Source: an optimization exercise on an open RTL-to-GDS flow (aim: small area and a short achievable clock period). Production flows keep margins and buffers that such runs may drop. No functional check of the RTL was part of any run shown here. No activity file was given, so power comes from the tool's default toggle rates.

**flow/design.v**
```verilog
`timescale 1ns / 1ps
`default_nettype none
module ArithmaticUnit(
		input wire clock_i, isWb_i, enable_i,
		input wire [4:0] wbAddress_i,
		input wire [6:0] opCode_i,
		input wire [15:0] pOperand_i, sOperand_i,
		output reg wbEnable_o,
		output reg [4:0] wbAddress_o,
		output reg [15:0] wbData_o,
		output reg [1:0] statusWriteback_o  
    );
	wire [15:0] P = pOperand_i;
	wire [15:0] S = sOperand_i;
	wire mul = opCode_i[1] & opCode_i[0];
	wire sub = opCode_i[1] & ~opCode_i[0];
	wire as  = opCode_i[1] ^ opCode_i[0];
	wire [7:0] one, two, neg;
	assign one[0] = opCode_i[0] ? (~opCode_i[1] | P[0]) : opCode_i[1];
	assign two[0] = opCode_i[1] & opCode_i[0] & P[1] & ~P[0];
	assign neg[0] = opCode_i[1] & (~opCode_i[0] | P[1]);
	genvar k;
	generate for (k = 1; k < 8; k = k + 1) begin : enc
		assign one[k] = mul & (P[2*k] ^ P[2*k-1]);
		assign two[k] = mul & ((P[2*k+1] & ~P[2*k] & ~P[2*k-1]) | (~P[2*k+1] & P[2*k] & P[2*k-1]));
		assign neg[k] = mul & P[2*k+1];
	end endgenerate
	wire pp0_0_n; pa_nand2 u_pp0_0_n (.a(one[0]), .b(S[0]), .y(pp0_0_n));
	wire pp0_0; pa_xnor2 u_pp0_0 (.a(pp0_0_n), .b(neg[0]), .y(pp0_0));
	wire pp0_1_n; pa_aoi22 u_pp0_1_n (.a(one[0]), .b(S[1]), .c(two[0]), .d(S[0]), .y(pp0_1_n));
	wire pp0_1; pa_xnor2 u_pp0_1 (.a(pp0_1_n), .b(neg[0]), .y(pp0_1));
	wire pp0_2_n; pa_aoi22 u_pp0_2_n (.a(one[0]), .b(S[2]), .c(two[0]), .d(S[1]), .y(pp0_2_n));
	wire pp0_2; pa_xnor2 u_pp0_2 (.a(pp0_2_n), .b(neg[0]), .y(pp0_2));
	wire pp0_3_n; pa_aoi22 u_pp0_3_n (.a(one[0]), .b(S[3]), .c(two[0]), .d(S[2]), .y(pp0_3_n));
	wire pp0_3; pa_xnor2 u_pp0_3 (.a(pp0_3_n), .b(neg[0]), .y(pp0_3));
	wire pp0_4_n; pa_aoi22 u_pp0_4_n (.a(one[0]), .b(S[4]), .c(two[0]), .d(S[3]), .y(pp0_4_n));
	wire pp0_4; pa_xnor2 u_pp0_4 (.a(pp0_4_n), .b(neg[0]), .y(pp0_4));
	wire pp0_5_n; pa_aoi22 u_pp0_5_n (.a(one[0]), .b(S[5]), .c(two[0]), .d(S[4]), .y(pp0_5_n));
	wire pp0_5; pa_xnor2 u_pp0_5 (.a(pp0_5_n), .b(neg[0]), .y(pp0_5));
	wire pp0_6_n; pa_aoi22 u_pp0_6_n (.a(one[0]), .b(S[6]), .c(two[0]), .d(S[5]), .y(pp0_6_n));
	wire pp0_6; pa_xnor2 u_pp0_6 (.a(pp0_6_n), .b(neg[0]), .y(pp0_6));
	wire pp0_7_n; pa_aoi22 u_pp0_7_n (.a(one[0]), .b(S[7]), .c(two[0]), .d(S[6]), .y(pp0_7_n));
	wire pp0_7; pa_xnor2 u_pp0_7 (.a(pp0_7_n), .b(neg[0]), .y(pp0_7));
	wire pp0_8_n; pa_aoi22 u_pp0_8_n (.a(one[0]), .b(S[8]), .c(two[0]), .d(S[7]), .y(pp0_8_n));
	wire pp0_8; pa_xnor2 u_pp0_8 (.a(pp0_8_n), .b(neg[0]), .y(pp0_8));
	wire pp0_9_n; pa_aoi22 u_pp0_9_n (.a(one[0]), .b(S[9]), .c(two[0]), .d(S[8]), .y(pp0_9_n));
	wire pp0_9; pa_xnor2 u_pp0_9 (.a(pp0_9_n), .b(neg[0]), .y(pp0_9));
	wire pp0_10_n; pa_aoi22 u_pp0_10_n (.a(one[0]), .b(S[10]), .c(two[0]), .d(S[9]), .y(pp0_10_n));
	wire pp0_10; pa_xnor2 u_pp0_10 (.a(pp0_10_n), .b(neg[0]), .y(pp0_10));
	wire pp0_11_n; pa_aoi22 u_pp0_11_n (.a(one[0]), .b(S[11]), .c(two[0]), .d(S[10]), .y(pp0_11_n));
	wire pp0_11; pa_xnor2 u_pp0_11 (.a(pp0_11_n), .b(neg[0]), .y(pp0_11));
	wire pp0_12_n; pa_aoi22 u_pp0_12_n (.a(one[0]), .b(S[12]), .c(two[0]), .d(S[11]), .y(pp0_12_n));
	wire pp0_12; pa_xnor2 u_pp0_12 (.a(pp0_12_n), .b(neg[0]), .y(pp0_12));
	wire pp0_13_n; pa_aoi22 u_pp0_13_n (.a(one[0]), .b(S[13]), .c(two[0]), .d(S[12]), .y(pp0_13_n));
	wire pp0_13; pa_xnor2 u_pp0_13 (.a(pp0_13_n), .b(neg[0]), .y(pp0_13));
	wire pp0_14_n; pa_aoi22 u_pp0_14_n (.a(one[0]), .b(S[14]), .c(two[0]), .d(S[13]), .y(pp0_14_n));
	wire pp0_14; pa_xnor2 u_pp0_14 (.a(pp0_14_n), .b(neg[0]), .y(pp0_14));
	wire pp0_15_n; pa_aoi22 u_pp0_15_n (.a(one[0]), .b(S[15]), .c(two[0]), .d(S[14]), .y(pp0_15_n));
	wire pp0_15; pa_xnor2 u_pp0_15 (.a(pp0_15_n), .b(neg[0]), .y(pp0_15));
	wire ng0 = neg[0];
	wire pp1_2_n; pa_aoi22 u_pp1_2_n (.a(one[1]), .b(S[0]), .c(as), .d(P[2]), .y(pp1_2_n));
	wire pp1_2; pa_xnor2 u_pp1_2 (.a(pp1_2_n), .b(neg[1]), .y(pp1_2));
	wire pp1_3_n; pa_aoi222 u_pp1_3_n (.a(one[1]), .b(S[1]), .c(two[1]), .d(S[0]), .e(as), .f(P[3]), .y(pp1_3_n));
	wire pp1_3; pa_xnor2 u_pp1_3 (.a(pp1_3_n), .b(neg[1]), .y(pp1_3));
	wire pp1_4_n; pa_aoi222 u_pp1_4_n (.a(one[1]), .b(S[2]), .c(two[1]), .d(S[1]), .e(as), .f(P[4]), .y(pp1_4_n));
	wire pp1_4; pa_xnor2 u_pp1_4 (.a(pp1_4_n), .b(neg[1]), .y(pp1_4));
	wire pp1_5_n; pa_aoi222 u_pp1_5_n (.a(one[1]), .b(S[3]), .c(two[1]), .d(S[2]), .e(as), .f(P[5]), .y(pp1_5_n));
	wire pp1_5; pa_xnor2 u_pp1_5 (.a(pp1_5_n), .b(neg[1]), .y(pp1_5));
	wire pp1_6_n; pa_aoi222 u_pp1_6_n (.a(one[1]), .b(S[4]), .c(two[1]), .d(S[3]), .e(as), .f(P[6]), .y(pp1_6_n));
	wire pp1_6; pa_xnor2 u_pp1_6 (.a(pp1_6_n), .b(neg[1]), .y(pp1_6));
	wire pp1_7_n; pa_aoi222 u_pp1_7_n (.a(one[1]), .b(S[5]), .c(two[1]), .d(S[4]), .e(as), .f(P[7]), .y(pp1_7_n));
	wire pp1_7; pa_xnor2 u_pp1_7 (.a(pp1_7_n), .b(neg[1]), .y(pp1_7));
	wire pp1_8_n; pa_aoi222 u_pp1_8_n (.a(one[1]), .b(S[6]), .c(two[1]), .d(S[5]), .e(as), .f(P[8]), .y(pp1_8_n));
	wire pp1_8; pa_xnor2 u_pp1_8 (.a(pp1_8_n), .b(neg[1]), .y(pp1_8));
	wire pp1_9_n; pa_aoi222 u_pp1_9_n (.a(one[1]), .b(S[7]), .c(two[1]), .d(S[6]), .e(as), .f(P[9]), .y(pp1_9_n));
	wire pp1_9; pa_xnor2 u_pp1_9 (.a(pp1_9_n), .b(neg[1]), .y(pp1_9));
	wire pp1_10_n; pa_aoi222 u_pp1_10_n (.a(one[1]), .b(S[8]), .c(two[1]), .d(S[7]), .e(as), .f(P[10]), .y(pp1_10_n));
	wire pp1_10; pa_xnor2 u_pp1_10 (.a(pp1_10_n), .b(neg[1]), .y(pp1_10));
	wire pp1_11_n; pa_aoi222 u_pp1_11_n (.a(one[1]), .b(S[9]), .c(two[1]), .d(S[8]), .e(as), .f(P[11]), .y(pp1_11_n));
	wire pp1_11; pa_xnor2 u_pp1_11 (.a(pp1_11_n), .b(neg[1]), .y(pp1_11));
	wire pp1_12_n; pa_aoi222 u_pp1_12_n (.a(one[1]), .b(S[10]), .c(two[1]), .d(S[9]), .e(as), .f(P[12]), .y(pp1_12_n));
	wire pp1_12; pa_xnor2 u_pp1_12 (.a(pp1_12_n), .b(neg[1]), .y(pp1_12));
	wire pp1_13_n; pa_aoi222 u_pp1_13_n (.a(one[1]), .b(S[11]), .c(two[1]), .d(S[10]), .e(as), .f(P[13]), .y(pp1_13_n));
	wire pp1_13; pa_xnor2 u_pp1_13 (.a(pp1_13_n), .b(neg[1]), .y(pp1_13));
	wire pp1_14_n; pa_aoi222 u_pp1_14_n (.a(one[1]), .b(S[12]), .c(two[1]), .d(S[11]), .e(as), .f(P[14]), .y(pp1_14_n));
	wire pp1_14; pa_xnor2 u_pp1_14 (.a(pp1_14_n), .b(neg[1]), .y(pp1_14));
	wire pp1_15_n; pa_aoi222 u_pp1_15_n (.a(one[1]), .b(S[13]), .c(two[1]), .d(S[12]), .e(as), .f(P[15]), .y(pp1_15_n));
	wire pp1_15; pa_xnor2 u_pp1_15 (.a(pp1_15_n), .b(neg[1]), .y(pp1_15));
	wire ng1 = neg[1];
	wire pp2_4_n; pa_nand2 u_pp2_4_n (.a(one[2]), .b(S[0]), .y(pp2_4_n));
	wire pp2_4; pa_xnor2 u_pp2_4 (.a(pp2_4_n), .b(neg[2]), .y(pp2_4));
	wire pp2_5_n; pa_aoi22 u_pp2_5_n (.a(one[2]), .b(S[1]), .c(two[2]), .d(S[0]), .y(pp2_5_n));
	wire pp2_5; pa_xnor2 u_pp2_5 (.a(pp2_5_n), .b(neg[2]), .y(pp2_5));
	wire pp2_6_n; pa_aoi22 u_pp2_6_n (.a(one[2]), .b(S[2]), .c(two[2]), .d(S[1]), .y(pp2_6_n));
	wire pp2_6; pa_xnor2 u_pp2_6 (.a(pp2_6_n), .b(neg[2]), .y(pp2_6));
	wire pp2_7_n; pa_aoi22 u_pp2_7_n (.a(one[2]), .b(S[3]), .c(two[2]), .d(S[2]), .y(pp2_7_n));
	wire pp2_7; pa_xnor2 u_pp2_7 (.a(pp2_7_n), .b(neg[2]), .y(pp2_7));
	wire pp2_8_n; pa_aoi22 u_pp2_8_n (.a(one[2]), .b(S[4]), .c(two[2]), .d(S[3]), .y(pp2_8_n));
	wire pp2_8; pa_xnor2 u_pp2_8 (.a(pp2_8_n), .b(neg[2]), .y(pp2_8));
	wire pp2_9_n; pa_aoi22 u_pp2_9_n (.a(one[2]), .b(S[5]), .c(two[2]), .d(S[4]), .y(pp2_9_n));
	wire pp2_9; pa_xnor2 u_pp2_9 (.a(pp2_9_n), .b(neg[2]), .y(pp2_9));
	wire pp2_10_n; pa_aoi22 u_pp2_10_n (.a(one[2]), .b(S[6]), .c(two[2]), .d(S[5]), .y(pp2_10_n));
	wire pp2_10; pa_xnor2 u_pp2_10 (.a(pp2_10_n), .b(neg[2]), .y(pp2_10));
	wire pp2_11_n; pa_aoi22 u_pp2_11_n (.a(one[2]), .b(S[7]), .c(two[2]), .d(S[6]), .y(pp2_11_n));
	wire pp2_11; pa_xnor2 u_pp2_11 (.a(pp2_11_n), .b(neg[2]), .y(pp2_11));
	wire pp2_12_n; pa_aoi22 u_pp2_12_n (.a(one[2]), .b(S[8]), .c(two[2]), .d(S[7]), .y(pp2_12_n));
	wire pp2_12; pa_xnor2 u_pp2_12 (.a(pp2_12_n), .b(neg[2]), .y(pp2_12));
	wire pp2_13_n; pa_aoi22 u_pp2_13_n (.a(one[2]), .b(S[9]), .c(two[2]), .d(S[8]), .y(pp2_13_n));
	wire pp2_13; pa_xnor2 u_pp2_13 (.a(pp2_13_n), .b(neg[2]), .y(pp2_13));
	wire pp2_14_n; pa_aoi22 u_pp2_14_n (.a(one[2]), .b(S[10]), .c(two[2]), .d(S[9]), .y(pp2_14_n));
	wire pp2_14; pa_xnor2 u_pp2_14 (.a(pp2_14_n), .b(neg[2]), .y(pp2_14));
	wire pp2_15_n; pa_aoi22 u_pp2_15_n (.a(one[2]), .b(S[11]), .c(two[2]), .d(S[10]), .y(pp2_15_n));
	wire pp2_15; pa_xnor2 u_pp2_15 (.a(pp2_15_n), .b(neg[2]), .y(pp2_15));
	wire ng2 = neg[2];
	wire pp3_6_n; pa_nand2 u_pp3_6_n (.a(one[3]), .b(S[0]), .y(pp3_6_n));
	wire pp3_6; pa_xnor2 u_pp3_6 (.a(pp3_6_n), .b(neg[3]), .y(pp3_6));
	wire pp3_7_n; pa_aoi22 u_pp3_7_n (.a(one[3]), .b(S[1]), .c(two[3]), .d(S[0]), .y(pp3_7_n));
	wire pp3_7; pa_xnor2 u_pp3_7 (.a(pp3_7_n), .b(neg[3]), .y(pp3_7));
	wire pp3_8_n; pa_aoi22 u_pp3_8_n (.a(one[3]), .b(S[2]), .c(two[3]), .d(S[1]), .y(pp3_8_n));
	wire pp3_8; pa_xnor2 u_pp3_8 (.a(pp3_8_n), .b(neg[3]), .y(pp3_8));
	wire pp3_9_n; pa_aoi22 u_pp3_9_n (.a(one[3]), .b(S[3]), .c(two[3]), .d(S[2]), .y(pp3_9_n));
	wire pp3_9; pa_xnor2 u_pp3_9 (.a(pp3_9_n), .b(neg[3]), .y(pp3_9));
	wire pp3_10_n; pa_aoi22 u_pp3_10_n (.a(one[3]), .b(S[4]), .c(two[3]), .d(S[3]), .y(pp3_10_n));
	wire pp3_10; pa_xnor2 u_pp3_10 (.a(pp3_10_n), .b(neg[3]), .y(pp3_10));
	wire pp3_11_n; pa_aoi22 u_pp3_11_n (.a(one[3]), .b(S[5]), .c(two[3]), .d(S[4]), .y(pp3_11_n));
	wire pp3_11; pa_xnor2 u_pp3_11 (.a(pp3_11_n), .b(neg[3]), .y(pp3_11));
	wire pp3_12_n; pa_aoi22 u_pp3_12_n (.a(one[3]), .b(S[6]), .c(two[3]), .d(S[5]), .y(pp3_12_n));
	wire pp3_12; pa_xnor2 u_pp3_12 (.a(pp3_12_n), .b(neg[3]), .y(pp3_12));
	wire pp3_13_n; pa_aoi22 u_pp3_13_n (.a(one[3]), .b(S[7]), .c(two[3]), .d(S[6]), .y(pp3_13_n));
	wire pp3_13; pa_xnor2 u_pp3_13 (.a(pp3_13_n), .b(neg[3]), .y(pp3_13));
	wire pp3_14_n; pa_aoi22 u_pp3_14_n (.a(one[3]), .b(S[8]), .c(two[3]), .d(S[7]), .y(pp3_14_n));
	wire pp3_14; pa_xnor2 u_pp3_14 (.a(pp3_14_n), .b(neg[3]), .y(pp3_14));
	wire pp3_15_n; pa_aoi22 u_pp3_15_n (.a(one[3]), .b(S[9]), .c(two[3]), .d(S[8]), .y(pp3_15_n));
	wire pp3_15; pa_xnor2 u_pp3_15 (.a(pp3_15_n), .b(neg[3]), .y(pp3_15));
	wire ng3 = neg[3];
	wire pp4_8_n; pa_nand2 u_pp4_8_n (.a(one[4]), .b(S[0]), .y(pp4_8_n));
	wire pp4_8; pa_xnor2 u_pp4_8 (.a(pp4_8_n), .b(neg[4]), .y(pp4_8));
	wire pp4_9_n; pa_aoi22 u_pp4_9_n (.a(one[4]), .b(S[1]), .c(two[4]), .d(S[0]), .y(pp4_9_n));
	wire pp4_9; pa_xnor2 u_pp4_9 (.a(pp4_9_n), .b(neg[4]), .y(pp4_9));
	wire pp4_10_n; pa_aoi22 u_pp4_10_n (.a(one[4]), .b(S[2]), .c(two[4]), .d(S[1]), .y(pp4_10_n));
	wire pp4_10; pa_xnor2 u_pp4_10 (.a(pp4_10_n), .b(neg[4]), .y(pp4_10));
	wire pp4_11_n; pa_aoi22 u_pp4_11_n (.a(one[4]), .b(S[3]), .c(two[4]), .d(S[2]), .y(pp4_11_n));
	wire pp4_11; pa_xnor2 u_pp4_11 (.a(pp4_11_n), .b(neg[4]), .y(pp4_11));
	wire pp4_12_n; pa_aoi22 u_pp4_12_n (.a(one[4]), .b(S[4]), .c(two[4]), .d(S[3]), .y(pp4_12_n));
	wire pp4_12; pa_xnor2 u_pp4_12 (.a(pp4_12_n), .b(neg[4]), .y(pp4_12));
	wire pp4_13_n; pa_aoi22 u_pp4_13_n (.a(one[4]), .b(S[5]), .c(two[4]), .d(S[4]), .y(pp4_13_n));
	wire pp4_13; pa_xnor2 u_pp4_13 (.a(pp4_13_n), .b(neg[4]), .y(pp4_13));
	wire pp4_14_n; pa_aoi22 u_pp4_14_n (.a(one[4]), .b(S[6]), .c(two[4]), .d(S[5]), .y(pp4_14_n));
	wire pp4_14; pa_xnor2 u_pp4_14 (.a(pp4_14_n), .b(neg[4]), .y(pp4_14));
	wire pp4_15_n; pa_aoi22 u_pp4_15_n (.a(one[4]), .b(S[7]), .c(two[4]), .d(S[6]), .y(pp4_15_n));
	wire pp4_15; pa_xnor2 u_pp4_15 (.a(pp4_15_n), .b(neg[4]), .y(pp4_15));
	wire ng4 = neg[4];
	wire pp5_10_n; pa_nand2 u_pp5_10_n (.a(one[5]), .b(S[0]), .y(pp5_10_n));
	wire pp5_10; pa_xnor2 u_pp5_10 (.a(pp5_10_n), .b(neg[5]), .y(pp5_10));
	wire pp5_11_n; pa_aoi22 u_pp5_11_n (.a(one[5]), .b(S[1]), .c(two[5]), .d(S[0]), .y(pp5_11_n));
	wire pp5_11; pa_xnor2 u_pp5_11 (.a(pp5_11_n), .b(neg[5]), .y(pp5_11));
	wire pp5_12_n; pa_aoi22 u_pp5_12_n (.a(one[5]), .b(S[2]), .c(two[5]), .d(S[1]), .y(pp5_12_n));
	wire pp5_12; pa_xnor2 u_pp5_12 (.a(pp5_12_n), .b(neg[5]), .y(pp5_12));
	wire pp5_13_n; pa_aoi22 u_pp5_13_n (.a(one[5]), .b(S[3]), .c(two[5]), .d(S[2]), .y(pp5_13_n));
	wire pp5_13; pa_xnor2 u_pp5_13 (.a(pp5_13_n), .b(neg[5]), .y(pp5_13));
	wire pp5_14_n; pa_aoi22 u_pp5_14_n (.a(one[5]), .b(S[4]), .c(two[5]), .d(S[3]), .y(pp5_14_n));
	wire pp5_14; pa_xnor2 u_pp5_14 (.a(pp5_14_n), .b(neg[5]), .y(pp5_14));
	wire pp5_15_n; pa_aoi22 u_pp5_15_n (.a(one[5]), .b(S[5]), .c(two[5]), .d(S[4]), .y(pp5_15_n));
	wire pp5_15; pa_xnor2 u_pp5_15 (.a(pp5_15_n), .b(neg[5]), .y(pp5_15));
	wire ng5 = neg[5];
	wire pp6_12_n; pa_nand2 u_pp6_12_n (.a(one[6]), .b(S[0]), .y(pp6_12_n));
	wire pp6_12; pa_xnor2 u_pp6_12 (.a(pp6_12_n), .b(neg[6]), .y(pp6_12));
	wire pp6_13_n; pa_aoi22 u_pp6_13_n (.a(one[6]), .b(S[1]), .c(two[6]), .d(S[0]), .y(pp6_13_n));
	wire pp6_13; pa_xnor2 u_pp6_13 (.a(pp6_13_n), .b(neg[6]), .y(pp6_13));
	wire pp6_14_n; pa_aoi22 u_pp6_14_n (.a(one[6]), .b(S[2]), .c(two[6]), .d(S[1]), .y(pp6_14_n));
	wire pp6_14; pa_xnor2 u_pp6_14 (.a(pp6_14_n), .b(neg[6]), .y(pp6_14));
	wire pp6_15_n; pa_aoi22 u_pp6_15_n (.a(one[6]), .b(S[3]), .c(two[6]), .d(S[2]), .y(pp6_15_n));
	wire pp6_15; pa_xnor2 u_pp6_15 (.a(pp6_15_n), .b(neg[6]), .y(pp6_15));
	wire ng6 = neg[6];
	wire pp7_14_n; pa_nand2 u_pp7_14_n (.a(one[7]), .b(S[0]), .y(pp7_14_n));
	wire pp7_14; pa_xnor2 u_pp7_14 (.a(pp7_14_n), .b(neg[7]), .y(pp7_14));
	wire pp7_15_n; pa_aoi22 u_pp7_15_n (.a(one[7]), .b(S[1]), .c(two[7]), .d(S[0]), .y(pp7_15_n));
	wire pp7_15; pa_xnor2 u_pp7_15 (.a(pp7_15_n), .b(neg[7]), .y(pp7_15));
	wire ng7 = neg[7];
	wire xp0 = as & P[0];
	wire xp1 = as & P[1];
	wire hs0, hc0; pa_xor2 u_hs0 (.a(ng5), .b(pp2_10), .y(hs0)); pa_and2 u_hc0 (.a(ng5), .b(pp2_10), .y(hc0));
	wire hs1, hc1; pa_xor2 u_hs1 (.a(pp2_11), .b(pp3_11), .y(hs1)); pa_and2 u_hc1 (.a(pp2_11), .b(pp3_11), .y(hc1));
	wire hs2, hc2; pa_xor2 u_hs2 (.a(ng6), .b(pp2_12), .y(hs2)); pa_and2 u_hc2 (.a(ng6), .b(pp2_12), .y(hc2));
	wire fs0_x, fs0, fc0; pa_xor2 u_fs0_x (.a(pp3_12), .b(pp4_12), .y(fs0_x)); pa_xor2 u_fs0 (.a(fs0_x), .b(pp5_12), .y(fs0)); pa_maj3 u_fc0 (.a(pp3_12), .b(pp4_12), .c(pp5_12), .y(fc0));
	wire hs3, hc3; pa_xor2 u_hs3 (.a(pp2_13), .b(pp3_13), .y(hs3)); pa_and2 u_hc3 (.a(pp2_13), .b(pp3_13), .y(hc3));
	wire fs1_x, fs1, fc1; pa_xor2 u_fs1_x (.a(pp4_13), .b(pp5_13), .y(fs1_x)); pa_xor2 u_fs1 (.a(fs1_x), .b(pp6_13), .y(fs1)); pa_maj3 u_fc1 (.a(pp4_13), .b(pp5_13), .c(pp6_13), .y(fc1));
	wire hs4, hc4; pa_xor2 u_hs4 (.a(ng7), .b(pp2_14), .y(hs4)); pa_and2 u_hc4 (.a(ng7), .b(pp2_14), .y(hc4));
	wire fs2_x, fs2, fc2; pa_xor2 u_fs2_x (.a(pp3_14), .b(pp4_14), .y(fs2_x)); pa_xor2 u_fs2 (.a(fs2_x), .b(pp0_14), .y(fs2)); pa_maj3 u_fc2 (.a(pp3_14), .b(pp4_14), .c(pp0_14), .y(fc2));
	wire fs3_x, fs3, fc3; pa_xor2 u_fs3_x (.a(pp5_14), .b(pp6_14), .y(fs3_x)); pa_xor2 u_fs3 (.a(fs3_x), .b(pp7_14), .y(fs3)); pa_maj3 u_fc3 (.a(pp5_14), .b(pp6_14), .c(pp7_14), .y(fc3));
	wire hs5, hc5; pa_xor2 u_hs5 (.a(pp2_15), .b(pp3_15), .y(hs5)); pa_and2 u_hc5 (.a(pp2_15), .b(pp3_15), .y(hc5));
	wire fs4_x, fs4, fc4; pa_xor2 u_fs4_x (.a(pp4_15), .b(pp5_15), .y(fs4_x)); pa_xor2 u_fs4 (.a(fs4_x), .b(pp1_15), .y(fs4)); pa_maj3 u_fc4 (.a(pp4_15), .b(pp5_15), .c(pp1_15), .y(fc4));
	wire fs5_x, fs5, fc5; pa_xor2 u_fs5_x (.a(pp6_15), .b(pp7_15), .y(fs5_x)); pa_xor2 u_fs5 (.a(fs5_x), .b(pp0_15), .y(fs5)); pa_maj3 u_fc5 (.a(pp6_15), .b(pp7_15), .c(pp0_15), .y(fc5));
	wire hs6, hc6; pa_xor2 u_hs6 (.a(ng3), .b(pp2_6), .y(hs6)); pa_and2 u_hc6 (.a(ng3), .b(pp2_6), .y(hc6));
	wire hs7, hc7; pa_xor2 u_hs7 (.a(pp2_7), .b(pp3_7), .y(hs7)); pa_and2 u_hc7 (.a(pp2_7), .b(pp3_7), .y(hc7));
	wire hs8, hc8; pa_xor2 u_hs8 (.a(ng4), .b(pp2_8), .y(hs8)); pa_and2 u_hc8 (.a(ng4), .b(pp2_8), .y(hc8));
	wire fs6_x, fs6, fc6; pa_xor2 u_fs6_x (.a(pp3_8), .b(pp4_8), .y(fs6_x)); pa_xor2 u_fs6 (.a(fs6_x), .b(pp0_8), .y(fs6)); pa_maj3 u_fc6 (.a(pp3_8), .b(pp4_8), .c(pp0_8), .y(fc6));
	wire hs9, hc9; pa_xor2 u_hs9 (.a(pp2_9), .b(pp3_9), .y(hs9)); pa_and2 u_hc9 (.a(pp2_9), .b(pp3_9), .y(hc9));
	wire fs7_x, fs7, fc7; pa_xor2 u_fs7_x (.a(pp4_9), .b(pp0_9), .y(fs7_x)); pa_xor2 u_fs7 (.a(fs7_x), .b(pp1_9), .y(fs7)); pa_maj3 u_fc7 (.a(pp4_9), .b(pp0_9), .c(pp1_9), .y(fc7));
	wire fs8_x, fs8, fc8; pa_xor2 u_fs8_x (.a(pp3_10), .b(pp4_10), .y(fs8_x)); pa_xor2 u_fs8 (.a(fs8_x), .b(hs0), .y(fs8)); pa_maj3 u_fc8 (.a(pp3_10), .b(pp4_10), .c(hs0), .y(fc8));
	wire fs9_x, fs9, fc9; pa_xor2 u_fs9_x (.a(pp5_10), .b(pp0_10), .y(fs9_x)); pa_xor2 u_fs9 (.a(fs9_x), .b(pp1_10), .y(fs9)); pa_maj3 u_fc9 (.a(pp5_10), .b(pp0_10), .c(pp1_10), .y(fc9));
	wire fs10_x, fs10, fc10; pa_xor2 u_fs10_x (.a(pp4_11), .b(pp5_11), .y(fs10_x)); pa_xor2 u_fs10 (.a(fs10_x), .b(hs1), .y(fs10)); pa_maj3 u_fc10 (.a(pp4_11), .b(pp5_11), .c(hs1), .y(fc10));
	wire fs11_x, fs11, fc11; pa_xor2 u_fs11_x (.a(pp0_11), .b(pp1_11), .y(fs11_x)); pa_xor2 u_fs11 (.a(fs11_x), .b(hc0), .y(fs11)); pa_maj3 u_fc11 (.a(pp0_11), .b(pp1_11), .c(hc0), .y(fc11));
	wire fs12_x, fs12, fc12; pa_xor2 u_fs12_x (.a(pp6_12), .b(pp0_12), .y(fs12_x)); pa_xor2 u_fs12 (.a(fs12_x), .b(fs0), .y(fs12)); pa_maj3 u_fc12 (.a(pp6_12), .b(pp0_12), .c(fs0), .y(fc12));
	wire fs13_x, fs13, fc13; pa_xor2 u_fs13_x (.a(pp1_12), .b(hc1), .y(fs13_x)); pa_xor2 u_fs13 (.a(fs13_x), .b(hs2), .y(fs13)); pa_maj3 u_fc13 (.a(pp1_12), .b(hc1), .c(hs2), .y(fc13));
	wire fs14_x, fs14, fc14; pa_xor2 u_fs14_x (.a(pp0_13), .b(pp1_13), .y(fs14_x)); pa_xor2 u_fs14 (.a(fs14_x), .b(fs1), .y(fs14)); pa_maj3 u_fc14 (.a(pp0_13), .b(pp1_13), .c(fs1), .y(fc14));
	wire fs15_x, fs15, fc15; pa_xor2 u_fs15_x (.a(hc2), .b(hs3), .y(fs15_x)); pa_xor2 u_fs15 (.a(fs15_x), .b(fc0), .y(fs15)); pa_maj3 u_fc15 (.a(hc2), .b(hs3), .c(fc0), .y(fc15));
	wire fs16_x, fs16, fc16; pa_xor2 u_fs16_x (.a(pp1_14), .b(hc3), .y(fs16_x)); pa_xor2 u_fs16 (.a(fs16_x), .b(fs3), .y(fs16)); pa_maj3 u_fc16 (.a(pp1_14), .b(hc3), .c(fs3), .y(fc16));
	wire fs17_x, fs17, fc17; pa_xor2 u_fs17_x (.a(hs4), .b(fc1), .y(fs17_x)); pa_xor2 u_fs17 (.a(fs17_x), .b(fs2), .y(fs17)); pa_maj3 u_fc17 (.a(hs4), .b(fc1), .c(fs2), .y(fc17));
	wire fs18_x, fs18, fc18; pa_xor2 u_fs18_x (.a(hc4), .b(hs5), .y(fs18_x)); pa_xor2 u_fs18 (.a(fs18_x), .b(fc2), .y(fs18)); pa_maj3 u_fc18 (.a(hc4), .b(hs5), .c(fc2), .y(fc18));
	wire fs19_x, fs19, fc19; pa_xor2 u_fs19_x (.a(fc3), .b(fs4), .y(fs19_x)); pa_xor2 u_fs19 (.a(fs19_x), .b(fs5), .y(fs19)); pa_maj3 u_fc19 (.a(fc3), .b(fs4), .c(fs5), .y(fc19));
	wire hs10, hc10; pa_xor2 u_hs10 (.a(ng2), .b(pp2_4), .y(hs10)); pa_and2 u_hc10 (.a(ng2), .b(pp2_4), .y(hc10));
	wire hs11, hc11; pa_xor2 u_hs11 (.a(pp2_5), .b(pp0_5), .y(hs11)); pa_and2 u_hc11 (.a(pp2_5), .b(pp0_5), .y(hc11));
	wire fs20_x, fs20, fc20; pa_xor2 u_fs20_x (.a(pp3_6), .b(pp0_6), .y(fs20_x)); pa_xor2 u_fs20 (.a(fs20_x), .b(pp1_6), .y(fs20)); pa_maj3 u_fc20 (.a(pp3_6), .b(pp0_6), .c(pp1_6), .y(fc20));
	wire fs21_x, fs21, fc21; pa_xor2 u_fs21_x (.a(pp0_7), .b(pp1_7), .y(fs21_x)); pa_xor2 u_fs21 (.a(fs21_x), .b(hc6), .y(fs21)); pa_maj3 u_fc21 (.a(pp0_7), .b(pp1_7), .c(hc6), .y(fc21));
	wire fs22_x, fs22, fc22; pa_xor2 u_fs22_x (.a(pp1_8), .b(hc7), .y(fs22_x)); pa_xor2 u_fs22 (.a(fs22_x), .b(hs8), .y(fs22)); pa_maj3 u_fc22 (.a(pp1_8), .b(hc7), .c(hs8), .y(fc22));
	wire fs23_x, fs23, fc23; pa_xor2 u_fs23_x (.a(hc8), .b(hs9), .y(fs23_x)); pa_xor2 u_fs23 (.a(fs23_x), .b(fc6), .y(fs23)); pa_maj3 u_fc23 (.a(hc8), .b(hs9), .c(fc6), .y(fc23));
	wire fs24_x, fs24, fc24; pa_xor2 u_fs24_x (.a(hc9), .b(fc7), .y(fs24_x)); pa_xor2 u_fs24 (.a(fs24_x), .b(fs8), .y(fs24)); pa_maj3 u_fc24 (.a(hc9), .b(fc7), .c(fs8), .y(fc24));
	wire fs25_x, fs25, fc25; pa_xor2 u_fs25_x (.a(fc9), .b(fs10), .y(fs25_x)); pa_xor2 u_fs25 (.a(fs25_x), .b(fs11), .y(fs25)); pa_maj3 u_fc25 (.a(fc9), .b(fs10), .c(fs11), .y(fc25));
	wire fs26_x, fs26, fc26; pa_xor2 u_fs26_x (.a(fc11), .b(fc10), .y(fs26_x)); pa_xor2 u_fs26 (.a(fs26_x), .b(fs13), .y(fs26)); pa_maj3 u_fc26 (.a(fc11), .b(fc10), .c(fs13), .y(fc26));
	wire fs27_x, fs27, fc27; pa_xor2 u_fs27_x (.a(fc13), .b(fs14), .y(fs27_x)); pa_xor2 u_fs27 (.a(fs27_x), .b(fs15), .y(fs27)); pa_maj3 u_fc27 (.a(fc13), .b(fs14), .c(fs15), .y(fc27));
	wire fs28_x, fs28, fc28; pa_xor2 u_fs28_x (.a(fs16), .b(fc15), .y(fs28_x)); pa_xor2 u_fs28 (.a(fs28_x), .b(fc14), .y(fs28)); pa_maj3 u_fc28 (.a(fs16), .b(fc15), .c(fc14), .y(fc28));
	wire fs29_x, fs29, fc29; pa_xor2 u_fs29_x (.a(fs18), .b(fc16), .y(fs29_x)); pa_xor2 u_fs29 (.a(fs29_x), .b(fc17), .y(fs29)); pa_maj3 u_fc29 (.a(fs18), .b(fc16), .c(fc17), .y(fc29));
	wire hs12, hc12; pa_xor2 u_hs12 (.a(xp0), .b(ng0), .y(hs12)); pa_and2 u_hc12 (.a(xp0), .b(ng0), .y(hc12));
	wire hs13, hc13; pa_xor2 u_hs13 (.a(xp1), .b(pp0_1), .y(hs13)); pa_and2 u_hc13 (.a(xp1), .b(pp0_1), .y(hc13));
	wire fs30_x, fs30, fc30; pa_xor2 u_fs30_x (.a(ng1), .b(pp0_2), .y(fs30_x)); pa_xor2 u_fs30 (.a(fs30_x), .b(pp1_2), .y(fs30)); pa_maj3 u_fc30 (.a(ng1), .b(pp0_2), .c(pp1_2), .y(fc30));
	wire hs14, hc14; pa_xor2 u_hs14 (.a(pp0_3), .b(pp1_3), .y(hs14)); pa_and2 u_hc14 (.a(pp0_3), .b(pp1_3), .y(hc14));
	wire fs31_x, fs31, fc31; pa_xor2 u_fs31_x (.a(pp0_4), .b(pp1_4), .y(fs31_x)); pa_xor2 u_fs31 (.a(fs31_x), .b(hs10), .y(fs31)); pa_maj3 u_fc31 (.a(pp0_4), .b(pp1_4), .c(hs10), .y(fc31));
	wire fs32_x, fs32, fc32; pa_xor2 u_fs32_x (.a(pp1_5), .b(hc10), .y(fs32_x)); pa_xor2 u_fs32 (.a(fs32_x), .b(hs11), .y(fs32)); pa_maj3 u_fc32 (.a(pp1_5), .b(hc10), .c(hs11), .y(fc32));
	wire fs33_x, fs33, fc33; pa_xor2 u_fs33_x (.a(hs6), .b(hc11), .y(fs33_x)); pa_xor2 u_fs33 (.a(fs33_x), .b(fs20), .y(fs33)); pa_maj3 u_fc33 (.a(hs6), .b(hc11), .c(fs20), .y(fc33));
	wire fs34_x, fs34, fc34; pa_xor2 u_fs34_x (.a(hs7), .b(fc20), .y(fs34_x)); pa_xor2 u_fs34 (.a(fs34_x), .b(fs21), .y(fs34)); pa_maj3 u_fc34 (.a(hs7), .b(fc20), .c(fs21), .y(fc34));
	wire fs35_x, fs35, fc35; pa_xor2 u_fs35_x (.a(fs6), .b(fc21), .y(fs35_x)); pa_xor2 u_fs35 (.a(fs35_x), .b(fs22), .y(fs35)); pa_maj3 u_fc35 (.a(fs6), .b(fc21), .c(fs22), .y(fc35));
	wire fs36_x, fs36, fc36; pa_xor2 u_fs36_x (.a(fs7), .b(fc22), .y(fs36_x)); pa_xor2 u_fs36 (.a(fs36_x), .b(fs23), .y(fs36)); pa_maj3 u_fc36 (.a(fs7), .b(fc22), .c(fs23), .y(fc36));
	wire fs37_x, fs37, fc37; pa_xor2 u_fs37_x (.a(fs9), .b(fc23), .y(fs37_x)); pa_xor2 u_fs37 (.a(fs37_x), .b(fs24), .y(fs37)); pa_maj3 u_fc37 (.a(fs9), .b(fc23), .c(fs24), .y(fc37));
	wire fs38_x, fs38, fc38; pa_xor2 u_fs38_x (.a(fc8), .b(fc24), .y(fs38_x)); pa_xor2 u_fs38 (.a(fs38_x), .b(fs25), .y(fs38)); pa_maj3 u_fc38 (.a(fc8), .b(fc24), .c(fs25), .y(fc38));
	wire fs39_x, fs39, fc39; pa_xor2 u_fs39_x (.a(fs12), .b(fc25), .y(fs39_x)); pa_xor2 u_fs39 (.a(fs39_x), .b(fs26), .y(fs39)); pa_maj3 u_fc39 (.a(fs12), .b(fc25), .c(fs26), .y(fc39));
	wire fs40_x, fs40, fc40; pa_xor2 u_fs40_x (.a(fc12), .b(fc26), .y(fs40_x)); pa_xor2 u_fs40 (.a(fs40_x), .b(fs27), .y(fs40)); pa_maj3 u_fc40 (.a(fc12), .b(fc26), .c(fs27), .y(fc40));
	wire fs41_x, fs41, fc41; pa_xor2 u_fs41_x (.a(fs17), .b(fc27), .y(fs41_x)); pa_xor2 u_fs41 (.a(fs41_x), .b(fs28), .y(fs41)); pa_maj3 u_fc41 (.a(fs17), .b(fc27), .c(fs28), .y(fc41));
	wire fs42_x, fs42, fc42; pa_xor2 u_fs42_x (.a(fs19), .b(fc28), .y(fs42_x)); pa_xor2 u_fs42 (.a(fs42_x), .b(fs29), .y(fs42)); pa_maj3 u_fc42 (.a(fs19), .b(fc28), .c(fs29), .y(fc42));
	wire [15:0] ra = {fc41, fc40, fc39, fc38, fc37, fc36, fc35, fc34, fc33, fc32, fc31, hc14, fc30, hc13, hc12, hs12};
	wire [15:0] rb = {fs42, fs41, fs40, fs39, fs38, fs37, fs36, fs35, fs34, fs33, fs32, fs31, hs14, fs30, hs13, pp0_0};
	wire [15:0] g0 = ra & rb;
	wire [15:0] p0 = ra ^ rb;
	wire g1_1 = g0[1] | (p0[1] & g0[0]);
	wire g1_3 = g0[3] | (p0[3] & g0[2]);
	wire p1_3 = p0[3] & p0[2];
	wire g1_5 = g0[5] | (p0[5] & g0[4]);
	wire p1_5 = p0[5] & p0[4];
	wire g1_7 = g0[7] | (p0[7] & g0[6]);
	wire p1_7 = p0[7] & p0[6];
	wire g1_9 = g0[9] | (p0[9] & g0[8]);
	wire p1_9 = p0[9] & p0[8];
	wire g1_11 = g0[11] | (p0[11] & g0[10]);
	wire p1_11 = p0[11] & p0[10];
	wire g1_13 = g0[13] | (p0[13] & g0[12]);
	wire p1_13 = p0[13] & p0[12];
	wire g1_15 = g0[15] | (p0[15] & g0[14]);
	wire p1_15 = p0[15] & p0[14];
	wire g2_2 = g0[2] | (p0[2] & g1_1);
	wire g2_3 = g1_3 | (p1_3 & g1_1);
	wire g2_6 = g0[6] | (p0[6] & g1_5);
	wire p2_6 = p0[6] & p1_5;
	wire g2_7 = g1_7 | (p1_7 & g1_5);
	wire p2_7 = p1_7 & p1_5;
	wire g2_10 = g0[10] | (p0[10] & g1_9);
	wire p2_10 = p0[10] & p1_9;
	wire g2_11 = g1_11 | (p1_11 & g1_9);
	wire p2_11 = p1_11 & p1_9;
	wire g2_14 = g0[14] | (p0[14] & g1_13);
	wire p2_14 = p0[14] & p1_13;
	wire g2_15 = g1_15 | (p1_15 & g1_13);
	wire p2_15 = p1_15 & p1_13;
	wire g3_4 = g0[4] | (p0[4] & g2_3);
	wire g3_5 = g1_5 | (p1_5 & g2_3);
	wire g3_6 = g2_6 | (p2_6 & g2_3);
	wire g3_7 = g2_7 | (p2_7 & g2_3);
	wire g3_12 = g0[12] | (p0[12] & g2_11);
	wire p3_12 = p0[12] & p2_11;
	wire g3_13 = g1_13 | (p1_13 & g2_11);
	wire p3_13 = p1_13 & p2_11;
	wire g3_14 = g2_14 | (p2_14 & g2_11);
	wire p3_14 = p2_14 & p2_11;
	wire g3_15 = g2_15 | (p2_15 & g2_11);
	wire p3_15 = p2_15 & p2_11;
	wire g4_8 = g0[8] | (p0[8] & g3_7);
	wire g4_9 = g1_9 | (p1_9 & g3_7);
	wire g4_10 = g2_10 | (p2_10 & g3_7);
	wire g4_11 = g2_11 | (p2_11 & g3_7);
	wire g4_12 = g3_12 | (p3_12 & g3_7);
	wire g4_13 = g3_13 | (p3_13 & g3_7);
	wire g4_14 = g3_14 | (p3_14 & g3_7);
	wire g4_15 = g3_15 | (p3_15 & g3_7);
	wire [16:0] sum;
	assign sum[0] = p0[0];
	assign sum[1] = p0[1] ^ g0[0];
	assign sum[2] = p0[2] ^ g1_1;
	assign sum[3] = p0[3] ^ g2_2;
	assign sum[4] = p0[4] ^ g2_3;
	assign sum[5] = p0[5] ^ g3_4;
	assign sum[6] = p0[6] ^ g3_5;
	assign sum[7] = p0[7] ^ g3_6;
	assign sum[8] = p0[8] ^ g3_7;
	assign sum[9] = p0[9] ^ g4_8;
	assign sum[10] = p0[10] ^ g4_9;
	assign sum[11] = p0[11] ^ g4_10;
	assign sum[12] = p0[12] ^ g4_11;
	assign sum[13] = p0[13] ^ g4_12;
	assign sum[14] = p0[14] ^ g4_13;
	assign sum[15] = p0[15] ^ g4_14;
	assign sum[16] = g4_15;
	wire cout = sum[16] | hc5 | fc4 | fc5 | fc18 | fc19 | fc29 | fc42;
	wire arith = ~|opCode_i[6:2];
	always @(posedge clock_i)
	begin
		if (enable_i)
		begin
			wbEnable_o <= isWb_i & |opCode_i;
			wbAddress_o <= wbAddress_i;
			if (arith) wbData_o <= sum[15:0];
			if (arith & as) statusWriteback_o <= {~opCode_i[1] & cout, opCode_i[1] & ~cout};
		end
	end
endmodule
module pa_aoi22(input wire a, b, c, d, output wire y);
	assign y = ~((a & b) | (c & d));
endmodule
module pa_aoi222(input wire a, b, c, d, e, f, output wire y);
	assign y = ~((a & b) | (c & d) | (e & f));
endmodule
module pa_nand2(input wire a, b, output wire y);
	assign y = ~(a & b);
endmodule
module pa_xnor2(input wire a, b, output wire y);
	assign y = ~(a ^ b);
endmodule
module pa_xor2(input wire a, b, output wire y);
	assign y = a ^ b;
endmodule
module pa_and2(input wire a, b, output wire y);
	assign y = a & b;
endmodule
module pa_maj3(input wire a, b, c, output wire y);
	assign y = (a & b) | (a & c) | (b & c);
endmodule
module pa_fa(input wire a, b, c, output wire s, co);
	assign s = a ^ b ^ c;
	assign co = (a & b) | (a & c) | (b & c);
endmodule
module pa_ha(input wire a, b, output wire s, co);
	assign s = a ^ b;
	assign co = a & b;
endmodule
```
**flow/flow/run.sh**
```bash
#!/bin/bash
# Standard ORFS layout, with smaller port buffers and free cell resizing.
set -euo pipefail
bash standard.sh MATCH_CELL_FOOTPRINT=0 ABC_LOAD_IN_FF=1 "BUFFER_PORTS_ARGS=-buffer_cell sky130_fd_sc_hd__buf_1" finish > make_finish.log 2>&1
```
**flow/standard.sh**
```bash
#!/bin/bash
# synth_recipe.tcl (not shown) runs the flow's synth.tcl, then flattens the netlist and writes it again
# the make line also repeats each setting of config.mk as NAME=value (left out here)
make -C /OpenROAD-flow-scripts/flow DESIGN_CONFIG=/design/flow/config.mk WORK_HOME=/design/flow/orfs CLKGATE_MAP_FILE= SYNTH_SCRIPT=/design/flow/synth_recipe.tcl "${@:-finish}"
```
**flow/config.mk**
```make
export PLATFORM = sky130hd
export DESIGN_NAME = ArithmaticUnit
export DESIGN_NICKNAME = ArithmaticUnit
export VERILOG_FILES = /design/flow/design.v
export SDC_FILE = /design/flow/constraint.sdc
export NUM_CORES = 4
export LEC_CHECK = 0
export CAP_MARGIN = 20
export CORE_MARGIN = 2
export CORE_UTILIZATION = 60
export SETUP_SLACK_MARGIN = 2.5
export SLEW_MARGIN = 20
export SYNTH_HIERARCHICAL = 1
export SYNTH_MINIMUM_KEEP_SIZE = 0
```
**flow/constraint.sdc**
```tcl
create_clock -name core_clock -period 8.0 [get_ports {clock_i}]
set_input_delay 1.6000 -clock core_clock [delete_from_list [all_inputs] [get_ports {clock_i}]]
set_output_delay 1.6000 -clock core_clock [all_outputs]
set_load 0.01 [all_outputs]
```
==> flow_summary_export.csv, run 1 <==
group,metric,value,unit
place,gp_congestion,0.917,
synthesis,yosysUniqueCellTypes,35,
run,maxCapViolations,0,
power,pwr_density_cell,249,nW/um^2
final_layout,nFillCells,630,
power,p_int,0.000661,W
synthesis,synth_edf_count,24,
clock_tree,cts-buffers-inserted,3,
drt,finalWirelength,10500,microns
clock_tree,cts_tree,"built",
global_routing,grt_pass1_wl,17600,microns
final_layout,areaGrowthSynthToFinish,11.8,%
synthesis,ys_async_sr_fraction,0,%
floorplan,die_area,8140,sq um
final_layout,ff_latch_area,721,sq um
drt,dr.pass1.iters,6,
timing,slew-limit-headroom,29.5,%
drt,routedWlPerCell,15.9,microns
floorplan,ios,71,
synthesis,synth_warnings,7,
min_path,worstHoldEndpoint,"wbAddress_o[4]$_DFFE_PP_",
timing,post-route-period-util,66.6,%
global_routing,track_usage,25.8,%
run_status,status,"no timing/DRC/antenna violations",
synthesis,synth_ff_type,"edfxtp_1",
final_layout,multiInputGateArea,3750,sq um
timing,finalSetupTns,0,ns
drt,drc,0,
power,comb_power_share,75.9,%
timing,finalSetupViolCount,0,
timing,report.final.slew_viol_count,0,
clock_tree,path_clk_slew,0.09,ns
setup_path,required,8.03,ns
power,p_switching,0.000579,W
drt,drtIter0Drc,267,
clock_tree,h-tree-depth,1,
drt,dr_total_vias,3905,
min_path,holdPathStages,1,
floorplan,core_area,7210,sq um
global_routing,grt_max_degree,23,
clock_tree,cts_root_buffer,"clkbuf_8",
synthesis,synth_cells,486,
final_layout,drive_gt1_share,12.7,%
floorplan,die_h,90.2,microns
synthesis,syn_nets,554,
drt,vias_per_cell,5.92,
global_routing,gr-total-overflow,0,
global_routing,antenna_found_initial,0,
setup_path,setup.worst_path.class,"input port to flop",
setup_path,startpoint_type,"input port",
clock_tree,holdBufCountCts,0,
synthesis,synth-seq-cells,24,
power,leakage,1.98,nW
floorplan,start_util,61.8,%
setup_path,end_kind,"flop",
timing,rsz0062_at_grt,"true",
setup_path,path_max_fanout,22,
timing,finalCriticalPeriod,5.33,ns
synthesis,netlist_area,4460,sq um
power,ir_worst_vdd,0.126,mV
clock_tree,cts_sinks,24,
timing,fmax,188,MHz
power,seq_power_share,15.5,%
power,power,0.00124,W
power,sw_frac_of_total,46.7,%
clock_tree,cts_buffer_depth,2,
drt,ant_nets,0,
final_layout,fin_nets,630,
timing,worst_pin_slew,1.06,ns
final_layout,n_antenna_cell,0,
setup_path,arrival,5.36,ns
power,p_clk_share,8.5,%
synthesis,syn_area_per_cell,9.18,sq um
floorplan,die_x,90.2,microns
timing,hold_viol_final,0,
place,port_buffers,70,
min_path,min_from,"wbAddress_i[4]",
min_path,hp-class,"input port to flop",
synthesis,seq_area_frac_synth,16.2,%
place,dpl.hpwl,8470,microns
floorplan,rows,31,
global_routing,first_global_vias,3654,
-- worst max-delay path, stage by stage --
cell and delay (ns):
buf_1 0.18, ha_4 0.28, and2_1 0.54, xnor2_2 0.21
xor2_1 0.20, xor2_1 0.24, xor2_1 0.27, xor2_1 0.19
xor2_1 0.25, xor2_1 0.18, ha_1 0.31, a21o_1 0.20
a21o_1 0.20, a21oi_1 0.14, o21ai_1 0.15, and2_0 0.20
-- Yosys stat by module (local to each module, per instance) --
| module | area [sq um] | times used |
|---|---|---|
| pa_maj3 | 11.3 | 43 |
| pa_and2 | 6.26 | 15 |
| pa_aoi22 | 7.51 | 52 |
| pa_xor2 | 8.76 | 101 |
| pa_nand2 | 3.75 | 7 |
| ArithmaticUnit | 1820 | 1 |
| pa_aoi222 | 10.0 | 13 |
| pa_xnor2 | 8.76 | 72 |
-- layer usage --
metal	vias up	global-route usage (%)	share of wire, %
met4	0	6.15	1.3
met3	8	1.42	5.7
li1	1915	-	-
met2	149	43.3	46
met5	-	0	0
met1	1833	36.5	47
-- power groups by stage --
| stage | sequential (W) | clock [W] | combinational, W |
|---|---|---|---|
| floorplan | 0.000199 | 0 | 0.000735 |
| global placement | 0.000196 | 0 | 0.000879 |
| detailed placement | 0.000196 | 0 | 0.000920 |
| CTS | 0.000193 | 0.000106 | 0.000929 |
| global route | 0.000193 | 0.000112 | 0.00105 |
| finish | 0.000193 | 0.000106 | 0.000941 |
-- cells by family (layout without fill, tap and decap cells) --
kind of cell             count (synthesis)  after routing  synth area share, %
AO/OA/AOI/OAI                          101            101                 17.1
XOR/XNOR                               190            190                 37.3
adder cells (fa/ha/maj)                 64             64                 17.4
buffers and inverters                   11             86                0.926
flip-flops                              24             24                 16.2
multiplexers                             1              1                0.224
AND/OR/NAND/NOR                         95             95                 10.9
-- cell type report --
class,instances,share of cell area [%]
clock buffer,3,0.828
clock inverter,1,0.602
inverter,9,0.677
multi-input combinational,451,75.2
sequential,24,14.4
tap,99,2.48
timing repair buffer,73,5.74
-- flip-flops by register name, indices dropped and copies added (netlist names) --
name,flops
wbData_o,16
wbAddress_o,5
wbEnable_o,1
statusWriteback_o,2
-- cells in the final DEF (no fill, tap or decap), types with 2 or more instances in the layout --
master and count:
xor2_1 116, xnor2_1 73, buf_1 69, a22oi_1 52
maj3_2 43, nand2_1 28, and2_0 26, edfxtp_1 24
ha_1 15, nor2_1 13, a222oi_1 13, inv_1 9
and2_2 9, a21oi_1 9, o21ai_0 8, o21ai_1 5
and2_1 4, a21o_1 4, fa_1 4, nor3_1 3
clkbuf_8 3, buf_4 3, o211ai_2 2, nand4_1 2
nor4_1 2, nand3_1 2, ha_4 2
-- what timing repair did --
action	in CTS	in global routing
resized for setup	14	19
buffers inserted	0	1
endpoints found under the setup margin	8	6
pin swaps	0	2
-- synth_stat cells, types with 2 or more instances --
cell	number	area (sq um)
maj3_2	43	484
a21o_1	4	30.0
nand3_1	2	10.0
a22oi_1	52	390
clkbuf_1	2	7.51
edfxtp_1	24	721
o21ai_1	5	25.0
xnor2_1	74	648
nand2_1	28	105
nand4_1	2	12.5
nor4_1	2	12.5
and2_0	40	250
nor2_1	14	52.6
xor2_1	116	1020
ha_1	17	213
o211ai_2	2	25.0
o21ai_0	8	40.0
nor3_1	3	15.0
inv_1	9	33.8
a21oi_1	9	45.0
a222oi_1	13	130
fa_1	4	80.1
-- worst max-delay path by stage --
stage / startpoint / cells past startpoint / endpoint
2_1_floorplan: opCode_i[0] / 14 / wbData_o[14]$_DFFE_PP_
3_3_place_gp: opCode_i[1] / 16 / statusWriteback_o[1]$_DFFE_PP_
3_5_place_dp: opCode_i[1] / 16 / statusWriteback_o[1]$_DFFE_PP_
4_1_cts: opCode_i[1] / 17 / statusWriteback_o[1]$_DFFE_PP_
5_1_grt: pOperand_i[1] / 18 / statusWriteback_o[1]$_DFFE_PP_
6_report: opCode_i[1] / 16 / statusWriteback_o[1]$_DFFE_PP_
-- stage by stage --
stage	worst slack, ns	instance area, sq um	util, %	hold slack (ns)	instances
floorplan	2.57	4460	-	1.70	486
global placement	1.95	4850	67.3	1.77	655
detailed placement	1.77	4850	67.3	1.78	655
CTS	2.51	4930	68.4	1.50	659
global route	2.42	4990	69.1	1.50	660
finish	2.67	4990	69.1	1.50	660
==> run 2: changes to the inputs <==
--- a/flow/config.mk
+++ b/flow/config.mk
@@ -8,7 +8,7 @@
 export CAP_MARGIN = 20
 export CORE_MARGIN = 2
 export CORE_UTILIZATION = 60
-export SETUP_SLACK_MARGIN = 2.5
+export SETUP_SLACK_MARGIN = 2.8
 export SLEW_MARGIN = 20
 export SYNTH_HIERARCHICAL = 1
 export SYNTH_MINIMUM_KEEP_SIZE = 0
==> run 2 against run 1 <==
Net effect:
- cell count up 3.5%
- clock power about the same
- fmax up 4.9%
- critical path depth down 1
- utilization up 4.4 points
- flip-flop and latch count unchanged
- clock-buffer cell count unchanged
- combinational power up 9%
- sequential share of layout area down 0.86 points
- wire length up 5.5%
- synthesized area unchanged
- largest power group unchanged
==> flow_summary_export.csv, run 2 <==
group,metric,value,unit
run_status,status,"no timing/DRC/antenna violations",
setup_path,crit_chain,"buf_1 -> a22oi_1 -> xnor2_1 -> xor2_1 -> xor2_2 -> xor2_2 -> xor2_1 -> xor2_1 -> maj3_2 -> ha_1 -> nor4_1 -> nand2_1 -> a21oi_2 -> o21ai_2 -> and2_0",
timing,post-route-period-util,63.5,%
setup_path,worst-path-buf-inv,1,
floorplan,die_x,90.2,microns
power,ir_worst_vdd,0.146,mV
place,port_buffers,70,
synthesis,yosysUniqueCellTypes,35,
floorplan,die_h,90.2,microns
clock_tree,cts_buffer_depth,2,
drt,ant_nets,0,
setup_path,endpoint,"statusWriteback_o[1]$_DFFE_PP_",
floorplan,start_util,61.8,%
setup_path,end_kind,"flop",
clock_tree,cts_root_buffer,"clkbuf_8",
setup_path,setup.worst_path.class,"input port to flop",
synthesis,synth_top_area_share,22.8,%
synthesis,synth_warnings,7,
setup_path,cp.depth,15,
drt,dr_total_vias,3993,
drt,routedWlPerCell,16.2,microns
setup_path,arrival,5.10,ns
setup_path,startpoint,"sOperand_i[2]",
timing,slew-limit-headroom,29.4,%
synthesis,synth_ff_type,"edfxtp_1",
timing,fmax,197,MHz
floorplan,ios,71,
run,maxCapViolations,0,
drt,drtIter0Drc,315,
final_layout,largest_reg_flops,16,
synthesis,syn_area_per_cell,9.18,sq um
final_layout,top_register,"wbData_o",
global_routing,grt_pass1_wl,17200,microns
setup_path,required,8.02,ns
clock_tree,path_clk_slew,0.10,ns
timing,report.final.slew_viol_count,0,
timing,hold_viol_final,0,
synthesis,synth_common_cells,"116 x xor2_1, 74 x xnor2_1, 52 x a22oi_1, 43 x maj3_2, 40 x and2_0",
timing,finalCriticalPeriod,5.08,ns
final_layout,final_common_cell,"xor2_1",
final_layout,fin_util,73.5,%
setup_path,max_stage_delay,0.54,ns
synthesis,seq_area_frac_synth,16.2,%
global_routing,track_usage,25.0,%
clock_tree,cts_sinks,24,
power,pwr_density_cell,251,nW/um^2
clock_tree,h-tree-depth,1,
synthesis,synth_cells,486,
place,dpl.hpwl,8400,microns
setup_path,path_max_fanout,14,
global_routing,first_global_vias,3600,
final_layout,fin_nets,653,
setup_path,crit_family,"XOR/XNOR gates",
final_layout,drive_gt1_share,21.2,%
place,gp_congestion,0.921,
final_layout,n_antenna_cell,0,
timing,finalSetupViolCount,0,
timing,finalSetupTns,0,ns
drt,vias_per_cell,5.85,
clock_tree,cts-buffers-inserted,3,
final_layout,nFillCells,558,
floorplan,core_area,7210,sq um
clock_tree,cts_tree,"built",
timing,worst_pin_slew,1.06,ns
synthesis,synth.largest_area_cell,"xor2_1",
synthesis,synth-seq-cells,24,
synthesis,netlist_area,4460,sq um
min_path,hp-class,"input port to flop",
final_layout,top_regs,"wbData_o: 16 flops, wbAddress_o: 5 flops, statusWriteback_o: 2 flops",
drt,finalWirelength,11100,microns
drt,drc,0,
setup_path,cpMaxStageDelayCell,"buf_1",
global_routing,grt_max_degree,23,
setup_path,startpoint_type,"input port",
synthesis,synth_edf_count,24,
synthesis,synth_most_common_cell,"xor2_1",
synthesis,synth_area_leaders,"xor2_1 23%, edfxtp_1 16%, xnor2_1 15%, maj3_2 11%, a22oi_1 8.8%",
timing,rsz0062_at_grt,"false",
setup_path,crit_top_cell,"xor2_1",
power,leakage,2.16,nW
synthesis,ys_async_sr_fraction,0,%
final_layout,layout_common_cells,"114 x xor2_1, 70 x xnor2_1, 61 x buf_1",
floorplan,rows,31,
synthesis,syn_nets,554,
floorplan,die_area,8140,sq um
drt,dr.pass1.iters,8,
final_layout,areaGrowthSynthToFinish,18.9,%
global_routing,antenna_found_initial,0,
global_routing,gr-total-overflow,0,
## run 2: cell counts after synthesis
Identical to the previous run, type by type.
## run 2: per-layer routing
metal / GRT usage (%) / up-vias / part of all wire [%]
met4: 5.90 / 0 / 1.7
met2: 41.9 / 146 / 47
met5: 0 / - / 0
met1: 35.7 / 1870 / 46
li1: - / 1961 / -
met3: 1.26 / 16 / 5.6
## run 2: how the worst min path moves through the flow
stage | to | cells past startpoint | start
floorplan | wbAddress_o[0]$_DFFE_PP_ | 0 | wbAddress_i[0]
global placement | wbAddress_o[4]$_DFFE_PP_ | 1 | wbAddress_i[4]
detailed placement | wbAddress_o[2]$_DFFE_PP_ | 1 | wbAddress_i[2]
CTS | wbAddress_o[2]$_DFFE_PP_ | 1 | wbAddress_i[2]
global route | wbAddress_o[2]$_DFFE_PP_ | 1 | wbAddress_i[2]
finish | wbAddress_o[2]$_DFFE_PP_ | 1 | wbAddress_i[2]
## run 2: timing repair
item | in CTS | in global routing
buffers inserted | 0 | 24
pin swaps | 0 | 36
gates cloned | 0 | 1
resized for setup | 23 | 51
endpoints found under the setup margin | 9 | 7
hold buffers | 0 | 0
## run 2: kinds of logic (layout without fill, tap and decap cells)
kind of cell               count (synthesis)  in the layout  share of synthesized area (%)
xor gates and xnor gates                 190            190                           37.3
AOI/OAI and AO/OA                        101            101                           17.1
and+or+nand+nor                           95             96                           10.9
adders and majority gates                 64             64                           17.4
DFF                                       24             24                           16.2
buffers and inverters                     11            108                          0.926
muxes                                      1              1                          0.224
## run 2: cell type report
cell class | count | area, sq um | share of cell area (%)
multi-input cells | 452 | 3870 | 72.9
flip-flops and latches | 24 | 721 | 13.6
inverters | 9 | 33.8 | 0.637
clock buffers | 3 | 41.3 | 0.779
clock inverters | 1 | 30.0 | 0.566
repair buffers | 95 | 487 | 9.18
well taps | 99 | 124 | 2.34
## run 2: where the power goes
group,internal (W),switching (W)
Sequential,0.000191,0.00000124
Clock,0.0000669,0.0000409
Combinational,0.000468,0.000563
## run 2: per-module statistics from Yosys (local to each module, per instance)
module | cells inside | flip-flops and latches | area [sq um] | copies in the design
ArithmaticUnit | 183 | 24 | 1820 | 1
pa_maj3 | 1 | 0 | 11.3 | 43
pa_aoi222 | 1 | 0 | 10.0 | 13
pa_xnor2 | 1 | 0 | 8.76 | 72
pa_xor2 | 1 | 0 | 8.76 | 101
pa_aoi22 | 1 | 0 | 7.51 | 52
pa_and2 | 1 | 0 | 6.26 | 15
pa_nand2 | 1 | 0 | 3.75 | 7
## run 2: through the flow
stage	setup WS (ns)	hold slack (ns)	cell area, sq um	instances	total power [W]
after CTS	2.72	1.49	4950	658	0.00122
final	2.92	1.49	5300	683	0.00133
after global routing	2.75	1.48	5300	683	0.00144
after floorplan	2.76	1.70	4460	486	0.000934
after detailed placement	1.97	1.77	4850	654	0.00110
after global placement	2.14	1.77	4850	654	0.00107

-- afterwards: timing with drivers on the ports --
No port has a modelled driver above. Below, the same layouts with a new extraction and two added sets of constraints.
Step 1, drivers: a clkbuf_16 drives clock_i and a buf_2 each remaining input, both assumed.
Step 2 adds t to the input delays and takes it off the output delays; t is the mean of the earliest and latest rising clock arrival at the registers after step 1. Input paths then give back, and output paths get back, about the clock's delay inside the block.
Slacks: ideal ports / drivers / drivers and shift; pairs: ideal ports / drivers.
run	shift t [ns]	slack for setup (ns)	pins driven straight from the clock port
run 1	0.288	2.673 / 2.678 / 2.390	1
run 2	0.289	2.923 / 2.915 / 2.626	1
After both steps setup and hold are still met in every run listed. The setup slack of run 2, which loses most, moves by -0.008 ns with the drivers and by -0.297 ns with both steps.
